Source: an optimization exercise on an open RTL-to-GDS flow (aim: small area). Production flows keep margins and buffers that such runs may drop.
Function was checked by simulation only, so behaviour that the tests miss may differ from the original.

// linear_transfomation
module linear_transfomation (
	input			clock,
	input			rst_n,
	input			cal_begin,
	output			cal_valid,
	input  [11:0]	indata,
	output [11:0]	outdata,
	input  [11:0]	C00, C01, C02, C03, C04, C05, C06, C07, C08,
	input  [11:0]	C09, C10, C11, C12, C13, C14, C15, C16
);
reg  [3:0]	cnt;		 
wire		ready = cnt[3] & cnt[0];
always @(posedge clock, negedge rst_n)
	if (~rst_n)			cnt <= 4'd0;
	else if (ready)		cnt <= cal_begin ? 4'd0 : 4'd9;
	else				cnt <= cnt + 4'd1;
assign cal_valid = ready & ~cal_begin;
reg [11:0]	x;
always @(posedge clock) x <= indata;
wire		full	= ~|x[7:0] & |x[11:8];
wire [3:0]	s		= x[11:8] - {3'd0, full};
wire [2:0]	j		= s[3:1];
wire [3:0]	e		= {1'b0, j} + {3'd0, s[0]};
wire [11:0]	o01		= j[0] ? C03 : C01;
wire [11:0]	o23		= j[0] ? C07 : C05;
wire [11:0]	o45		= j[0] ? C11 : C09;
wire [11:0]	o67		= j[0] ? C15 : C13;
wire [11:0]	o03		= j[1] ? o23 : o01;
wire [11:0]	o47		= j[1] ? o67 : o45;
wire [11:0]	codd	= j[2] ? o47 : o03;
wire [11:0]	e01		= e[0] ? C02 : C00;
wire [11:0]	e23		= e[0] ? C06 : C04;
wire [11:0]	e45		= e[0] ? C10 : C08;
wire [11:0]	e67		= e[0] ? C14 : C12;
wire [11:0]	e03		= e[1] ? e23 : e01;
wire [11:0]	e47		= e[1] ? e67 : e45;
wire [11:0]	ceven	= e[3] ? C16 : e[2] ? e47 : e03;
wire [11:0]	c_lo	= s[0] ? codd  : ceven;
wire [11:0]	t		= codd + ~ceven + {11'd0, ~s[0]};
wire [11:0]	dc		= t ^ {12{s[0]}};
reg [11:0]	c1;
reg [7:0]	d1, u1;
reg			full1;
always @(posedge clock) begin
	c1		<= c_lo;
	d1		<= dc[11:4];
	u1		<= x[7:0];
	full1	<= full;
end
wire [15:0]	p		= full1 ? {d1, 8'd0} : u1 * d1;
wire [11:0]	a		= {p[15:5], |p[4:2]};
  ...
Size: ~93 flip-flops, about 230 I/O pins, roughly 0.0068 mm² of cells after synthesis.
export LEC_CHECK = 0
export ABC_AREA = 0
export CAP_MARGIN = 20
export CORE_MARGIN = 2
export CORE_UTILIZATION = 40
export PLACE_DENSITY = 0.6
export SLEW_MARGIN = 20
create_clock -name core_clock -period 5.5 [get_ports {clock}]
standard.sh (not shown) runs the stock make flow with config.mk's settings and CLKGATE_MAP_FILE= SYNTH_SCRIPT=/design/flow/synth_recipe.tcl, a recipe that flattens the netlist after the stock synthesis.
==> flow/flow/run.sh <==
#!/bin/bash
# Standard layout, with the port buffers made from the smallest buffer cell,
# a clock tree of small buffers without dummy loads, and power (area)
# recovery on paths with positive slack.
export BUFFER_PORTS_ARGS="-buffer_cell sky130_fd_sc_hd__buf_1"
export CTS_ARGS="-sink_clustering_enable -repair_clock_nets -dont_use_dummy_load -sink_clustering_size 30 -sink_clustering_max_diameter 100 -buf_list {sky130_fd_sc_hd__clkbuf_4 sky130_fd_sc_hd__clkbuf_8}"
export RECOVER_POWER=100
bash standard.sh > standard.log 2>&1
Change:
==> flow/flow/run.sh (replaced) <==
#!/bin/bash
# Standard layout, with the port buffers made from the smallest buffer cell,
# a clock tree of small buffers without dummy loads, and power (area)
# recovery on paths with positive slack.
export BUFFER_PORTS_ARGS="-buffer_cell sky130_fd_sc_hd__buf_1"
export CTS_ARGS="-sink_clustering_enable -repair_clock_nets -dont_use_dummy_load -buf_list {sky130_fd_sc_hd__clkbuf_4 sky130_fd_sc_hd__clkbuf_8}"
export RECOVER_POWER=100
bash standard.sh > standard.log 2>&1
Effect: Core utilization does not change; synthesized area stays the same.

* * *

Starting RTL as in the previous note.
Settings: LEC_CHECK=0, ABC_AREA=0, CAP_MARGIN=20, CORE_MARGIN=2, CORE_UTILIZATION=70, PLACE_DENSITY=0.8, SLEW_MARGIN=20; clock period 5.5 ns.
==> flow/flow/run.sh <==
#!/bin/bash
# Standard layout, with the port buffers made from the smallest buffer cell,
# a clock tree of small buffers without dummy loads, and power (area)
# recovery on paths with positive slack.
export BUFFER_PORTS_ARGS="-buffer_cell sky130_fd_sc_hd__buf_1"
export CTS_ARGS="-sink_clustering_enable -repair_clock_nets -dont_use_dummy_load -buf_list {sky130_fd_sc_hd__clkbuf_4 sky130_fd_sc_hd__clkbuf_8}"
export RECOVER_POWER=100
bash standard.sh > standard.log 2>&1
Next try:
- CORE_UTILIZATION: 70 -> 55
- PLACE_DENSITY: 0.8 -> 0.7
=>
- The new run ran to the end with no violations
- final area climbs by 0.75%
- worst hold slack improves by 0.023 ns
- core utilization decreases by 19 points
- synthesized cell count is unchanged
- global-route usage came out lower by 13 points

-- static timing again, ports no longer ideal --
The flow's constraints put no driver on any port. The routed layouts listed below were extracted and timed again, unchanged, in two steps.
Step 1 sets driving cells, clkbuf_16 on the clock port and buf_2 on the other inputs (assumed; they add their load-dependent delay and slew).
Step 2 moves the port delays by t, midway between the first and last clock arrival at a register: inputs arrive t later, outputs are due t later. That takes back most of the time a late clock gives input paths.
a / b / c = ideal ports / drivers / drivers and shift; a / b = the first two.
run	t, ns	slack for setup (ns)	worst hold slack (ns)	clock arrival spread, ns
the first run of note 1	0.385	0.258 / 0.258 / 0.258	0.297 / 0.297 / 0.297	0.025 / 0.025
the second run of note 1	0.385	0.258 / 0.258 / 0.258	0.297 / 0.297 / 0.297	0.025 / 0.025
the first run of note 2	0.382	0.220 / 0.220 / 0.220	0.296 / 0.296 / 0.296	0.032 / 0.032
the second run of note 2	0.390	0.282 / 0.282 / 0.282	0.319 / 0.319 / 0.319	0.031 / 0.031
After both steps every run listed still meets setup and hold.
